From an optimization exercise on the open Yosys and OpenROAD flow, aimed at small area; shortcuts taken in it are not production practice. Where RTL was checked, it was by simulation tests only, not by an equivalence proof against the original.

==> exp/fjord <==
Design butterfly, start of the top module:
module butterfly(clk, rst, mode, a, b, w, c, d);
  input clk;
  input rst;
  input [1:0] mode;
  input [31:0] a, b, w;
  output reg [31:0] c, d;
  ...
export LEC_CHECK = 0
export CAP_MARGIN = 20
export CORE_MARGIN = 2
export CORE_UTILIZATION = 45
export SLEW_MARGIN = 20
export SYNTH_HIERARCHICAL = 1
create_clock -name core_clock -period 10.0 [get_ports {clk}]
standard.sh (not shown) runs the stock make flow with config.mk's settings and CLKGATE_MAP_FILE= SYNTH_SCRIPT=/design/flow/synth_recipe.tcl, a recipe that flattens the netlist after the stock synthesis.
==> flow/flow/run.sh <==
#!/bin/bash
# Own flow: the standard layout (standard.sh), with smaller port buffers and a
# lighter clock tree (no dummy loads). standard.sh's output goes to flow_standard.log in
# this folder; ORFS's per-step logs stay under orfs/logs.
set -euo pipefail
export BUFFER_PORTS_ARGS="-buffer_cell sky130_fd_sc_hd__buf_1"
export CTS_ARGS="-sink_clustering_enable -repair_clock_nets -dont_use_dummy_load -buf_list {sky130_fd_sc_hd__clkbuf_8}"
bash standard.sh > flow_standard.log 2>&1
==> exp/sierra: changes against exp/fjord <==
--- a/flow/design.v
+++ b/flow/design.v
@@ -4385,18 +4385,18 @@
   assign s2_1331 = bp2 ? p2[30] : s2_1299;
   assign s2_1332 = bp2 ? p2[31] : s2_1300;
   reg [31:0] c3, c4, c5, d3, d4, d5;
   reg v3, v4, v5;
   always @(posedge clk) begin
-    c3 <= {s2_837, s2_836, s2_835, s2_834, s2_833, s2_832, s2_831, s2_830, s2_829, s2_828, s2_827, s2_826, s2_825, s2_824, s2_823, s2_822, s2_821, s2_820, s2_819, s2_818, s2_817, s2_816, s2_815, s2_814, s2_813, s2_812, s2_811, s2_810, s2_809, s2_808, s2_807, s2_503}; d3 <= {s2_1332, s2_1331, s2_1330, s2_1329, s2_1328, s2_1327, s2_1326, s2_1325, s2_1324, s2_1323, s2_1322, s2_1321, s2_1320, s2_1319, s2_1318, s2_1317, s2_1316, s2_1315, s2_1314, s2_1313, s2_1312, s2_1311, s2_1310, s2_1309, s2_1308, s2_1307, s2_1306, s2_1305, s2_1304, s2_1303, s2_1302, s2_1301};
+    c3 <= ~{s2_837, s2_836, s2_835, s2_834, s2_833, s2_832, s2_831, s2_830, s2_829, s2_828, s2_827, s2_826, s2_825, s2_824, s2_823, s2_822, s2_821, s2_820, s2_819, s2_818, s2_817, s2_816, s2_815, s2_814, s2_813, s2_812, s2_811, s2_810, s2_809, s2_808, s2_807, s2_503}; d3 <= ~{s2_1332, s2_1331, s2_1330, s2_1329, s2_1328, s2_1327, s2_1326, s2_1325, s2_1324, s2_1323, s2_1322, s2_1321, s2_1320, s2_1319, s2_1318, s2_1317, s2_1316, s2_1315, s2_1314, s2_1313, s2_1312, s2_1311, s2_1310, s2_1309, s2_1308, s2_1307, s2_1306, s2_1305, s2_1304, s2_1303, s2_1302, s2_1301};
     c4 <= c3; d4 <= d3;
     c5 <= c4; d5 <= d4;
     v3 <= v2 & ~rst;
     v4 <= v3 & ~rst;
     v5 <= v4 & ~rst;
-    c <= (v5 & ~rst) ? c5 : 32'd0;
-    d <= (v5 & ~rst) ? d5 : 32'd0;
+    c <= ~(c5 | {32{~v5 | rst}});
+    d <= ~(d5 | {32{~v5 | rst}});
   end
 endmodule
 module bf_fa(a, b, c, s, co);
   input a, b, c;
   output s, co;
==> flow/flow/run.sh (replaced) <==
#!/bin/bash
# Own flow: the standard layout (standard.sh), with smaller port buffers and a
# lighter clock tree (no dummy loads). standard.sh's output goes to flow_standard.log in
# this folder; ORFS's per-step logs stay under orfs/logs.
set -euo pipefail
export BUFFER_PORTS_ARGS="-buffer_cell sky130_fd_sc_hd__buf_1"
export CTS_ARGS="-sink_clustering_enable -repair_clock_nets -dont_use_dummy_load -buf_list {sky130_fd_sc_hd__clkbuf_8} -sink_clustering_size 16 -sink_clustering_max_diameter 80"
bash standard.sh > flow_standard.log 2>&1
==> exp/cedar: changes against exp/fjord <==
--- a/flow/design.v
+++ b/flow/design.v
@@ -4385,18 +4385,18 @@
   assign s2_1331 = bp2 ? p2[30] : s2_1299;
   assign s2_1332 = bp2 ? p2[31] : s2_1300;
   reg [31:0] c3, c4, c5, d3, d4, d5;
   reg v3, v4, v5;
   always @(posedge clk) begin
-    c3 <= {s2_837, s2_836, s2_835, s2_834, s2_833, s2_832, s2_831, s2_830, s2_829, s2_828, s2_827, s2_826, s2_825, s2_824, s2_823, s2_822, s2_821, s2_820, s2_819, s2_818, s2_817, s2_816, s2_815, s2_814, s2_813, s2_812, s2_811, s2_810, s2_809, s2_808, s2_807, s2_503}; d3 <= {s2_1332, s2_1331, s2_1330, s2_1329, s2_1328, s2_1327, s2_1326, s2_1325, s2_1324, s2_1323, s2_1322, s2_1321, s2_1320, s2_1319, s2_1318, s2_1317, s2_1316, s2_1315, s2_1314, s2_1313, s2_1312, s2_1311, s2_1310, s2_1309, s2_1308, s2_1307, s2_1306, s2_1305, s2_1304, s2_1303, s2_1302, s2_1301};
+    c3 <= ~{s2_837, s2_836, s2_835, s2_834, s2_833, s2_832, s2_831, s2_830, s2_829, s2_828, s2_827, s2_826, s2_825, s2_824, s2_823, s2_822, s2_821, s2_820, s2_819, s2_818, s2_817, s2_816, s2_815, s2_814, s2_813, s2_812, s2_811, s2_810, s2_809, s2_808, s2_807, s2_503}; d3 <= ~{s2_1332, s2_1331, s2_1330, s2_1329, s2_1328, s2_1327, s2_1326, s2_1325, s2_1324, s2_1323, s2_1322, s2_1321, s2_1320, s2_1319, s2_1318, s2_1317, s2_1316, s2_1315, s2_1314, s2_1313, s2_1312, s2_1311, s2_1310, s2_1309, s2_1308, s2_1307, s2_1306, s2_1305, s2_1304, s2_1303, s2_1302, s2_1301};
     c4 <= c3; d4 <= d3;
     c5 <= c4; d5 <= d4;
     v3 <= v2 & ~rst;
     v4 <= v3 & ~rst;
     v5 <= v4 & ~rst;
-    c <= (v5 & ~rst) ? c5 : 32'd0;
-    d <= (v5 & ~rst) ? d5 : 32'd0;
+    c <= ~(c5 | {32{~v5 | rst}});
+    d <= ~(d5 | {32{~v5 | rst}});
   end
 endmodule
 module bf_fa(a, b, c, s, co);
   input a, b, c;
   output s, co;
==> flow/flow/run.sh (replaced) <==
#!/bin/bash
# Own flow: the standard layout (standard.sh), with smaller port buffers and a
# lighter clock tree (no dummy loads). standard.sh's output goes to flow_standard.log in
# this folder; ORFS's per-step logs stay under orfs/logs.
set -euo pipefail
export BUFFER_PORTS_ARGS="-buffer_cell sky130_fd_sc_hd__buf_1"
export CTS_ARGS="-sink_clustering_enable -repair_clock_nets -dont_use_dummy_load -buf_list {sky130_fd_sc_hd__clkbuf_4}"
bash standard.sh > flow_standard.log 2>&1
==> exp/yarrow: changes against exp/fjord <==
--- a/flow/design.v
+++ b/flow/design.v
@@ -4385,18 +4385,18 @@
   assign s2_1331 = bp2 ? p2[30] : s2_1299;
   assign s2_1332 = bp2 ? p2[31] : s2_1300;
   reg [31:0] c3, c4, c5, d3, d4, d5;
   reg v3, v4, v5;
   always @(posedge clk) begin
-    c3 <= {s2_837, s2_836, s2_835, s2_834, s2_833, s2_832, s2_831, s2_830, s2_829, s2_828, s2_827, s2_826, s2_825, s2_824, s2_823, s2_822, s2_821, s2_820, s2_819, s2_818, s2_817, s2_816, s2_815, s2_814, s2_813, s2_812, s2_811, s2_810, s2_809, s2_808, s2_807, s2_503}; d3 <= {s2_1332, s2_1331, s2_1330, s2_1329, s2_1328, s2_1327, s2_1326, s2_1325, s2_1324, s2_1323, s2_1322, s2_1321, s2_1320, s2_1319, s2_1318, s2_1317, s2_1316, s2_1315, s2_1314, s2_1313, s2_1312, s2_1311, s2_1310, s2_1309, s2_1308, s2_1307, s2_1306, s2_1305, s2_1304, s2_1303, s2_1302, s2_1301};
+    c3 <= ~{s2_837, s2_836, s2_835, s2_834, s2_833, s2_832, s2_831, s2_830, s2_829, s2_828, s2_827, s2_826, s2_825, s2_824, s2_823, s2_822, s2_821, s2_820, s2_819, s2_818, s2_817, s2_816, s2_815, s2_814, s2_813, s2_812, s2_811, s2_810, s2_809, s2_808, s2_807, s2_503}; d3 <= ~{s2_1332, s2_1331, s2_1330, s2_1329, s2_1328, s2_1327, s2_1326, s2_1325, s2_1324, s2_1323, s2_1322, s2_1321, s2_1320, s2_1319, s2_1318, s2_1317, s2_1316, s2_1315, s2_1314, s2_1313, s2_1312, s2_1311, s2_1310, s2_1309, s2_1308, s2_1307, s2_1306, s2_1305, s2_1304, s2_1303, s2_1302, s2_1301};
     c4 <= c3; d4 <= d3;
     c5 <= c4; d5 <= d4;
     v3 <= v2 & ~rst;
     v4 <= v3 & ~rst;
     v5 <= v4 & ~rst;
-    c <= (v5 & ~rst) ? c5 : 32'd0;
-    d <= (v5 & ~rst) ? d5 : 32'd0;
+    c <= ~(c5 | {32{~v5 | rst}});
+    d <= ~(d5 | {32{~v5 | rst}});
   end
 endmodule
 module bf_fa(a, b, c, s, co);
   input a, b, c;
   output s, co;
==> flow/flow/run.sh (replaced) <==
#!/bin/bash
# Own flow: the standard layout (standard.sh), with smaller port buffers and a
# lighter clock tree (no dummy loads). standard.sh's output goes to flow_standard.log in
# this folder; ORFS's per-step logs stay under orfs/logs.
set -euo pipefail
export BUFFER_PORTS_ARGS="-buffer_cell sky130_fd_sc_hd__buf_1"
export CTS_ARGS="-sink_clustering_enable -repair_clock_nets -dont_use_dummy_load -buf_list {sky130_fd_sc_hd__clkbuf_8} -sink_clustering_size 16 -sink_clustering_max_diameter 80"
bash standard.sh > flow_standard.log 2>&1
--- a/flow/config.mk
+++ b/flow/config.mk
@@ -5,8 +5,8 @@
 export SDC_FILE = /design/flow/constraint.sdc
 export NUM_CORES = 4
 export LEC_CHECK = 0
 export CAP_MARGIN = 20
 export CORE_MARGIN = 2
-export CORE_UTILIZATION = 45
+export CORE_UTILIZATION = 64
 export SLEW_MARGIN = 20
 export SYNTH_HIERARCHICAL = 1
==> impl_metrics.toml <==
[yosys]
yosysSeqAreaShare_pct = 21.8
synthSimpleGateAreaFrac_pct = 7.88
yosys.cell_types.count = 78

[routing]
met3WireLength_mm = 12.9
wl_met2_mm = 57.3

[worst_setup_path]
worstReg2RegStart = "w1[15]"
setup.worst_path.end = "p2[63]"
length_in_cells_of_the_worst_reg_to_reg_path = 21

[grt]
groute.layer.met2.usage_pct = 41.7
use_met3_pct = 7.10

[floorplanning]
tap-cell-count = 1254

[final_layout]
layout.non_clock_inverters = 155
layout.area.seq_um2 = 9200

[timing]
final_min_period_ns = 8.31
final.setup.worst_slack_ns = 1.69
worst-slew-pin-transition_ns = 1.19

[outcome]
run_status = "complete, no violations"
That was exp/fjord.
==> impl_metrics.toml <==
[outcome]
run_status = "complete, no violations"

[timing]
final_min_period_ns = 8.59
final.setup.worst_slack_ns = 1.41

[yosys]
yosys.cell_types.count = 61
yosysSeqAreaShare_pct = 22.3

[worst_setup_path]
worstReg2RegStart = "w1[3]"

[grt]
groute.layer.met2.usage_pct = 41.7
use_met3_pct = 5.67

[final_layout]
layout.area.seq_um2 = 9200
layout.non_clock_inverters = 130

[routing]
wl_met2_mm = 56.0
That was exp/sierra.
==> impl_metrics.toml <==
[grt]
use_met3_pct = 9.97
groute.layer.met2.usage_pct = 61.8

[yosys]
synthSimpleGateAreaFrac_pct = 7.24
yosysSeqAreaShare_pct = 22.3

[final_layout]
layout.non_clock_inverters = 130
layout.area.seq_um2 = 9210

[worst_setup_path]
setup_slack_on_the_worst_flop_to_flop_path_ns = 1.27
length_in_cells_of_the_worst_reg_to_reg_path = 22
setup.worst_path.end = "p2[57]"
worstReg2RegStart = "w1[13]"

[outcome]
run_status = "complete, no violations"

[timing]
final.setup.worst_slack_ns = 1.27
worst-slew-pin-transition_ns = 1.19
final_min_period_ns = 8.73

[floorplanning]
tap-cell-count = 846

[routing]
met3WireLength_mm = 14.4
That was exp/yarrow.
==> impl_metrics.toml <==
[final_layout]
layout.non_clock_inverters = 130
sequential_cell_total = 458
nets = 4969
layout.area.seq_um2 = 9200
area.growth.synth_to_final_pct = 6.75

[yosys]
synthSimpleGateAreaFrac_pct = 7.24
synth_edf_count = 0
yosysSeqAreaShare_pct = 22.3

[placed_design]
number_of_placed_instances_with_taps_included = 5081

[worst_setup_path]
timing.critical_path.to_type = "flip-flop"
cpMostUsedCell = "fa_1"
worstReg2RegStart = "w1[3]"

[routing]
wl_met2_mm = 56.2
met3WireLength_mm = 12.0

[timing]
final_min_period_ns = 8.63
worst-slew-pin-transition_ns = 1.23

[outcome]
run_status = "complete, no violations"

[grt]
groute.layer.met2.usage_pct = 41.9

[floorplanning]
tap-cell-count = 1176
That was exp/cedar.
The RTL of exp/fjord was laid out without a check of its function.

-- port drivers added, routing unchanged --
The flow's constraints put no driver on any port. The routed layouts listed below were extracted and timed again, unchanged, in two steps. Step 1: set_driving_cell puts a clkbuf_16 on clk and a buf_2 on each other input, an assumption about the parent block. Step 2 moves the port delays by t, midway between the first and last clock arrival at a register: inputs arrive t later, outputs are due t later. That takes back most of the time a late clock gives input paths. a / b / c = ideal / step 1 / step 2; a / b = the first two.
run	t (ns)	setup WS [ns]	slew at the worst register clock pin (ns)
exp/fjord	0.719	1.694 / 1.694 / 1.694	0.06 / 0.06
exp/sierra	0.721	1.412 / 1.412 / 1.412	0.10 / 0.10
exp/cedar	0.925	1.369 / 1.369 / 1.369	0.07 / 0.07
exp/yarrow	0.688	1.273 / 1.273 / 1.273	0.10 / 0.10
After both steps every run listed still meets setup and hold.
